This design comes from an exercise in tuning for a short achievable clock period and few clock cycles on the open sky130 flow, not from production work.
In this exercise RTL edits were held to simulation tests only and were not proved equivalent to the original.
Power and IR drop assume default switching activity.

[design/flow/config.mk]
export PLATFORM = sky130hd
export DESIGN_NAME = cpu
export DESIGN_NICKNAME = cpu
export VERILOG_FILES = /design/flow/design.v
export SDC_FILE = /design/flow/constraint.sdc
export NUM_CORES = 4
export LEC_CHECK = 0
export ABC_CLOCK_PERIOD_IN_PS = 7000
export CAP_MARGIN = 20
export CORE_MARGIN = 2
export CORE_UTILIZATION = 35
export PLACE_DENSITY = 0.55
export SETUP_SLACK_MARGIN = 0.5
export SLEW_MARGIN = 20
[design/flow/constraint.sdc]
create_clock -name core_clock -period 13.0 [get_ports {clk}]
set_input_delay 2.6000 -clock core_clock [delete_from_list [all_inputs] [get_ports {clk}]]
set_output_delay 2.6000 -clock core_clock [all_outputs]
set_load 0.01 [all_outputs]
[design/flow/design.v]
`timescale 1ns / 1ps
module alu(a,b,alucontrol,zeroflag,aluresult);
input [31:0] a,b;
input [3:0] alucontrol;
output zeroflag;
output reg [31:0] aluresult;
localparam [3:0] 
          AND = 4'b0000,
          OR  = 4'b0001,
          ADD = 4'b0010,
          SUB = 4'b0110;
always @(*)
begin
    case(alucontrol)
        AND: aluresult = a & b;
        OR : aluresult = a | b;
        ADD: aluresult = a + b;
        SUB: aluresult = a - b;
        default : aluresult = 32'bx;
     endcase
end
assign zeroflag = (aluresult == 32'b0)? 1'b1 : 1'b0;
endmodule
`timescale 1ns / 1ps
module alucontrol(aluop,funct3,funct7_5,alu_control);
input [1:0] aluop;
input [2:0] funct3;
input funct7_5;
output reg [3:0] alu_control;
wire [3:0] funct;
assign funct = {funct7_5,funct3};
localparam [1:0]
            lw_sw_operation = 2'b00,
            beq_operation = 2'b01,
            R_operation = 2'b10;
localparam [3:0] 
            add = 4'b0000,
            sub = 4'b1000,
            AND = 4'b0111,
            OR = 4'b0110;
always @(*)
    case(aluop)
        lw_sw_operation : 
            alu_control = 4'b0010;
         beq_operation :
            alu_control = 4'b0110;
          R_operation :
            begin
                case(funct)
                    add:
                        alu_control = 4'b0010;
                    sub: 
                        alu_control = 4'b0110;
                    AND:
                        alu_control = 4'b0000;
                    OR:
                        alu_control = 4'b0001;
                     default:
                        alu_control = 4'b0010;
                endcase
            end  
          default :
            alu_control = 4'b0010;
     endcase
endmodule
`timescale 1ns / 1ps
module control_unit(opcode,immsel,aluop,regwrite_en,alusrc,MemtoReg,MemRead,MemWrite,Branch);
input [6:0] opcode;
output reg [1:0] immsel,aluop;
output reg regwrite_en,alusrc,MemtoReg,MemRead,MemWrite,Branch;
localparam [6:0]
            R_operation = 7'b0110011,
            lw_operation = 7'b0000011,
            sw_operation = 7'b0100011,
            beq_operation = 7'b1100011;
always @(*)
begin
    case(opcode)
        R_operation :
            begin
            immsel = 2'bxx;
            aluop =  2'b10;
            alusrc = 1'b0;
            MemtoReg = 1'b0;
            regwrite_en = 1'b1;
            MemRead = 1'b0;
            MemWrite = 1'b0;
            Branch = 1'b0;
            end
       lw_operation :
            begin
            immsel = 2'b00;
            aluop =  2'b00;
            alusrc = 1'b1;
            MemtoReg = 1'b1;
            regwrite_en = 1'b1;
            MemRead = 1'b1;
            MemWrite = 1'b0;
            Branch = 1'b0;
            end
       sw_operation:
            begin
            immsel = 2'b01;
            aluop =  2'b00;
            alusrc = 1'b1;
            MemtoReg = 1'bx;
            regwrite_en = 1'b0;
            MemRead = 1'b0;
            MemWrite = 1'b1;
            Branch = 1'b0;
            end
       beq_operation:
            begin
            immsel = 2'b10;
            aluop =  2'b01;
            alusrc = 1'b0;
            MemtoReg = 1'bx;
            regwrite_en = 1'b0;
            MemRead = 1'b0;
            MemWrite = 1'b0;
            Branch = 1'b1;
            end
        default:
            begin
            immsel = 2'bxx;
            aluop =  2'b10;
            alusrc = 1'b0;
            MemtoReg = 1'b0;
            regwrite_en = 1'b1;
            MemRead = 1'b0;
            MemWrite = 1'b0;
            Branch = 1'b0;
            end
    endcase
end
endmodule
`timescale 1ns / 1ps
module imm_gen(instr,imm_sel,imm);
input [31:0] instr;
input [1:0] imm_sel;
output [31:0] imm;
reg [11:0] immediate;
wire [31:0] sign_extended_imm;
 assign  sign_extended_imm = $signed(immediate);
localparam [1:0]
            lw_operation = 2'b00,
            sw_operation = 2'b01,
            beq_operation = 2'b10;
always @(*)
    case (imm_sel)
        lw_operation : 
            immediate <= instr[31:20];
        sw_operation :
            immediate <= {instr[31:25],instr[11:7]};
        beq_operation :
            immediate <= {instr[31],instr[7],instr[30:25],instr[11:8]};
         default:
            immediate <= 12'bx;
    endcase
 assign  imm  = sign_extended_imm;
endmodule
`timescale 1ns / 1ps
module program_counter(clk,reset,pc_in,pc_out);
input [31:0] pc_in;
input clk,reset;
output reg [31:0] pc_out;
always @ (posedge clk, posedge reset)
    if(reset)
    begin
        pc_out = 32'b0;
    end
    else
        begin
            pc_out = pc_in;
        end
endmodule
`timescale 1ns / 1ps
    module register_file(clk,reset,read_address_port_a,read_address_port_b,write_address,write_data,write_enable,read_data_port_a,read_data_port_b,r1,r2,r3,r4,r5,r10);
    input clk,reset;
    output wire [31:0] r1,r2,r3,r4,r5,r10;
    input [4:0] read_address_port_a;
    output [31:0] read_data_port_a;
    input [4:0] read_address_port_b;
    output  [31:0] read_data_port_b;
    input [31:0] write_data;
    input [4:0] write_address;
    input write_enable;
    reg [31:0] reg_file [31:0];
    integer i;
    always @(posedge clk, posedge reset)
    begin
        if(reset)
            begin
            for(i =0; i<32; i=i+1)
                reg_file[i] = {27'b0,i}; 
            end
        else
            begin
            if(write_enable)
                begin
                    reg_file[write_address] = write_data;
                end
            end
    end
    assign r1 = reg_file[1];
    assign r2 = reg_file[2];
    assign r3 = reg_file[3];
    assign r4 = reg_file[4];
    assign r5 = reg_file[5];
    assign r10 = reg_file[10];
    assign read_data_port_a = (read_address_port_a==5'b0)? 32'b0 : reg_file[read_address_port_a];
    assign read_data_port_b = (read_address_port_b==5'b0)? 32'b0 : reg_file[read_address_port_b];
    endmodule
`timescale 1ns / 1ps
module cpu(clk,reset,imem_addr,imem_rdata,dmem_addr,dmem_wdata,dmem_we,dmem_rdata,r1,r2,r3,r4,r5,r10);
input clk,reset;
output [31:0] imem_addr;
input  [31:0] imem_rdata;
output [31:0] dmem_addr,dmem_wdata;
output dmem_we;
input  [31:0] dmem_rdata;
output [31:0] r1,r2,r3,r4,r5,r10;
wire [31:0] pc_in,pc_out,imm,data_memory_read,instruction,final_result,data_a,data_b,b,aluresult;
wire pc_src,zeroflag;
wire [3:0] alucontrol;
wire branch,MemtoReg,MemRead,MemWrite,Regwrite,alusrc;
wire [1:0] aluop,immsel;
wire [4:0] rs1,rs2,rdd;
wire [31:0] shifted_imm;
assign shifted_imm = imm << 1;
assign pc_in = (pc_src)  ? (pc_out + shifted_imm ) : (pc_out + 4);
program_counter pc(.clk(clk),
                   .reset(reset),
                   .pc_in(pc_in),
                   .pc_out(pc_out));
assign imem_addr = pc_out;
assign instruction = imem_rdata;
register_file registers(.clk(clk),
                        .reset(reset),
                        .read_address_port_a(instruction[19:15]),
                        .read_address_port_b(instruction[24:20]),
                        .write_address(instruction[11:7]),
                        .write_data(final_result),
                        .write_enable(Regwrite),
                        .read_data_port_a(data_a),
                        .read_data_port_b(data_b),
                        .r1(r1),
                        .r2(r2),
                        .r3(r3),
                        .r4(r4),
                        .r5(r5),
                        .r10(r10));
assign rs1 = instruction[19:15];
assign rs2 = instruction[24:20];
assign rdd = instruction[11:7];
control_unit  main_control_unit(.opcode(instruction[6:0]),
                               .immsel(immsel),
                               .aluop(aluop),
                               .regwrite_en(Regwrite),
                               .alusrc(alusrc),
                               .MemtoReg(MemtoReg),
                               .MemRead(MemRead),
                               .MemWrite(MemWrite),
                               .Branch(branch));
imm_gen IMM_GEN(.instr(instruction),
                .imm_sel(immsel),
                .imm(imm));
alucontrol ALU_CONTROL_UNIT(.aluop(aluop),
                            .funct3(instruction[14:12]),
                            .funct7_5(instruction[30]),
                            .alu_control(alucontrol));
assign b = (alusrc)? imm : data_b;
alu ALU(.a(data_a),
        .b(b),
        .alucontrol(alucontrol),
        .zeroflag(zeroflag),
        .aluresult(aluresult));
assign pc_src = branch & zeroflag;
assign dmem_addr = aluresult;
assign dmem_wdata = data_b;
assign dmem_we = MemWrite;
assign data_memory_read = dmem_rdata;
assign final_result = (MemtoReg) ? data_memory_read : aluresult;
endmodule
[design/flow/run.sh]
#!/bin/bash
# synth_recipe.tcl (not shown) runs the flow's synth.tcl, then flattens the netlist and writes it again
# the make line also repeats each setting of config.mk as NAME=value (left out here)
make -C /OpenROAD-flow-scripts/flow DESIGN_CONFIG=/design/flow/config.mk WORK_HOME=/design/flow/orfs CLKGATE_MAP_FILE= SYNTH_SCRIPT=/design/flow/synth_recipe.tcl finish
==> impl_results.md <==
- Finished Layout Cells: 9143
- Mean Syn Cell Area: 8.64 µm²
- Hold path depth: 2
- TritonCTS clock tree: built
- Syn Nets: 6752
- R2r setup slk: 4.89 ns
- Drt wl/cell: 39.6 µm
- Skew-Pair Late Insertion Delay: 0.81 ns
- Worst Setup EP: dmem_addr[30]
- FMAX: 0.0817 GHz
- Placed Instances: 8894
- Setup TNS: 0 ns
- Final instance area: 68700 µm²
- Detail Placement HPWL: 246000 µm
- Number of cells on the critical path: 30
- Fin. max-slew vios: 0
- VDD IR max: 0.326 mV
- Placed inst area: 64200 µm²
- DR iter-0 viols: 10400
- Synth area leaders: dfrtp_1 (41%), o21ai_0 (9.1%), nand2_1 (7.8%)
- Die X: 408 µm
- Logic pwr share: 40.0%
- Post-synthesis sequential area ratio: 45.0%
- Worst EP required: 10.40 ns
- Largest net degree at the start of global routing: 178
- Power Dens Cells: 250 nW/µm²
- Setup crit end kind: output pin
- Mapped Cells: 6616
- Max-cap violations: 0
- CTS max path bufs: 3
- DRC: 0
- First-pass GRT wire length: 491000 µm
- P_int: 9.11 mW
- Crit path max-delay family: compound AO/OA/AOI/OAI gates
- Status: timing/DRC/antenna clean
- Sw Ratio: 47.0%
- Clock skew: 0.0635 ns
- Root Buffer: clkbuf_16
- GR Util All Layers: 42.2%
- Yosys top cell area share: 41.3%
- CP max stage delay: 0.56 ns
- Synth area leader: dfrtp_1
- P_leak: 30.4 nW
- # setup viols final: 0
- Sequential share of power: 38.7%
- R2r endpoint: pc.pc_out[27]
- Number of global-route vias before repair: 57000
- Critical path class: in -> out
- Post-synth EDFFs: 0
- Worst slew pin tran: 1.38 ns
- Hold_buf cts: 0
- Mapped Area: 57100 µm²
- CP max stage cell: clkdlybuf4s50_1
- Remaining Overflow, GRT: 0
- DR vias: 61200
- #FFs+latches synth: 1023
- RSZ-0062 raised after global routing: false
- Worst Path Buf+Inv: 7
- R2r worst-path depth: 27
- Antenna violation net count after detailed routing: 0
- Clock transition at path regs: 0.06 ns
- H-tree depth: 3
- Tcrit/Tclk final: 94.2%
- Worst setup startpoint: imem_rdata[24]
- Routed WL: 362000 µm
- Core Box Area: 162000 µm²
- Startpoint Class: input port
- Clock share of power: 21.3%
- Vias per cell: 6.70
- Die H: 408 µm
- Post-layout util: 42.3%
- Main synth FF type: dfrtp_1
- Fin. Hold Viols: 0
- Port bufs: 353
- Async set-or-reset flop fraction in the synthesized netlist: 100%
- Switching power: 8.07 mW
- Die area: 167000 µm²
- I/O Pins: 355
- TritonCTS Buffers: 117
- Area growth, synth to finish: 20.2%
- Cell mode on critical path: buf_4
- Initial antenna violation count: 34
- Synth warnings: 7
- Reg-to-Reg Start: registers.reg_file[16][3]
- Max transition margin: 7.36%
- Worst EP arrival: 9.65 ns
- First-pass iteration count of the detailed router: 7
- Share of layout cells above drive strength 1: 13.2%
- Num Clock Sinks: 1023
- Min-delay worst type: reg -> reg
- Crit path max fanout: 18
- Distinct cells, synth: 108
- Layout net count: 6981
- Row count: 148
- Final GP Congestion: 1.05
- Final min period: 12.25 ns
- Starting Density: 35.2%
-- kinds of logic after synthesis --
| group | count (synthesis) | share of synthesized area [%] |
|---|---|---|
| AND/OR/NAND/NOR | 2562 | 21.9 |
| buffers and inverters | 662 | 4.92 |
| flip-flops | 1023 | 45.0 |
| XOR/XNOR | 101 | 1.55 |
| adder cells (fa/ha/maj) | 75 | 1.65 |
| AO/OA/AOI/OAI | 2088 | 23.1 |
| multiplexers | 104 | 1.92 |
| other | 1 | 0.00656 |
-- layout make-up --
class | count | area (µm²)
antenna | 22 | 55.1
multi-input combinational | 4931 | 29400
inverter | 60 | 229
sequential | 1023 | 25700
timing repair buffer | 712 | 6400
clock buffer | 157 | 3290
tap | 2175 | 2720
fill | 16200 | 93700
clock inverter | 63 | 901
-- what timing repair did --
item,CTS,global route
resized for setup,3,34
setup buffers,0,6
pin swaps,0,3
endpoints found under the setup margin,9,15
-- layer usage --
layer,vias to the layer above,GRT usage [%],share of wire (%)
li1,24700,-,-
met2,5101,58.4,40
met4,26,24.9,7.2
met1,30000,54.6,39
met3,1404,17.4,14
met5,-,0,0.061
-- through the flow --
stage          setup slack (ns)  hold slack, ns  total power [mW]
2_1_floorplan             -3.63           0.455              8.92
3_3_place_gp            -0.0108           0.478              13.1
3_5_place_dp              0.106           0.484              13.1
4_1_cts                   0.510           0.499              16.8
5_1_grt                   0.535           0.515              17.7
6_report                  0.754           0.501              17.2
-- power by group through the flow --
stage	clock network (mW)	logic, mW	registers [mW]
2_1_floorplan	0	3.31	5.61
3_3_place_gp	0	6.56	6.55
3_5_place_dp	0	6.63	6.52
4_1_cts	3.67	6.65	6.48
5_1_grt	3.80	7.28	6.66
6_report	3.66	6.87	6.65
-- worst min-delay path by stage --
stage	start	to	slack, ns
global placement	registers.reg_file[31][5]	registers.reg_file[31][5]	0.48
floorplan	registers.reg_file[11][8]	registers.reg_file[11][8]	0.46
CTS	registers.reg_file[9][24]	registers.reg_file[9][24]	0.50
finish	registers.reg_file[26][1]	registers.reg_file[26][1]	0.50
detailed placement	registers.reg_file[9][24]	registers.reg_file[9][24]	0.48
global route	registers.reg_file[29][4]	registers.reg_file[29][4]	0.52
-- synth_stat cells, drive strengths merged (10+ instances only) --
cell type  count
o21ai       1038
nor2b         23
nand2b        20
a2111oi      114
buf          136
nor3          60
dfrtp        943
o21bai        14
nor4          44
a2111o        10
and4          21
nor2         178
a222oi        22
mux2          38
inv           60
a22o          52
dfstp         80
a221oi        51
and3         396
nand4        161
nand3        335
a31oi         31
xor2          40
a211oi        14
and2          19
clkbuf       466
or3           10
a21oi        166
a22oi        396
o211ai        17
or4           10
a221o         11
a21boi        11
mux2i         66
o31ai         13
a21o          26
nand3b        32
or2           18
o22ai         10
nand2       1192
ha            68
xnor2         61
a211o         13
-- flip-flops by register name, indices dropped and copies added (netlist names) --
| signal | flops |
|---|---|
| pc.pc_out | 31 |
| registers.reg_file | 992 |
-- placed cells by master (no fill, tap or decap), types with 67 or more instances in the layout --
cell	synthesis	layout
ha_1	68	67
dfstp_2	80	80
clkbuf_16	0	118
o21ai_0	1037	1031
a21oi_1	161	160
a2111oi_0	110	102
nor2_1	170	118
nand3_1	333	332
nand4_1	161	161
buf_4	15	343
a22oi_1	396	395
nand2_1	1190	1156
dfrtp_1	943	943
clkdlybuf4s50_1	0	343
and3_1	395	394
-- worst min-delay path, stage by stage, from the launching register on --
cell     delay, ns
dfstp_2       0.38
nand2_1       0.05
o21ai_0       0.07
Testbench counts, summed over its fixed seeds: cycles 12,961.

re-timing with driven ports:
The results above use ideal ports. As a check the final layout listed here was re-extracted and re-timed, cells and wires unchanged.
Step 1: set_driving_cell puts a clkbuf_16 on clk and a buf_2 on each other input, an assumption about the parent block.
Step 2, shift: input delay + t, output delay - t, t = (earliest + latest rising clock arrival at the registers) / 2. This alone moves slack from input paths to output paths.
a / b / c = ideal / step 1 / step 2; a / b = the first two.
shift t [ns]: 0.869
slack for setup (ns): 0.754 / 0.629 / 0.629
worst hold slack (ns): 0.501 / 0.501 / 0.501
worst data-port slew with drivers (ns): 0.12
After both steps setup and hold are still met in this run. For this run, drivers alone change the setup slack by -0.125 ns; drivers and shift together by -0.125 ns.
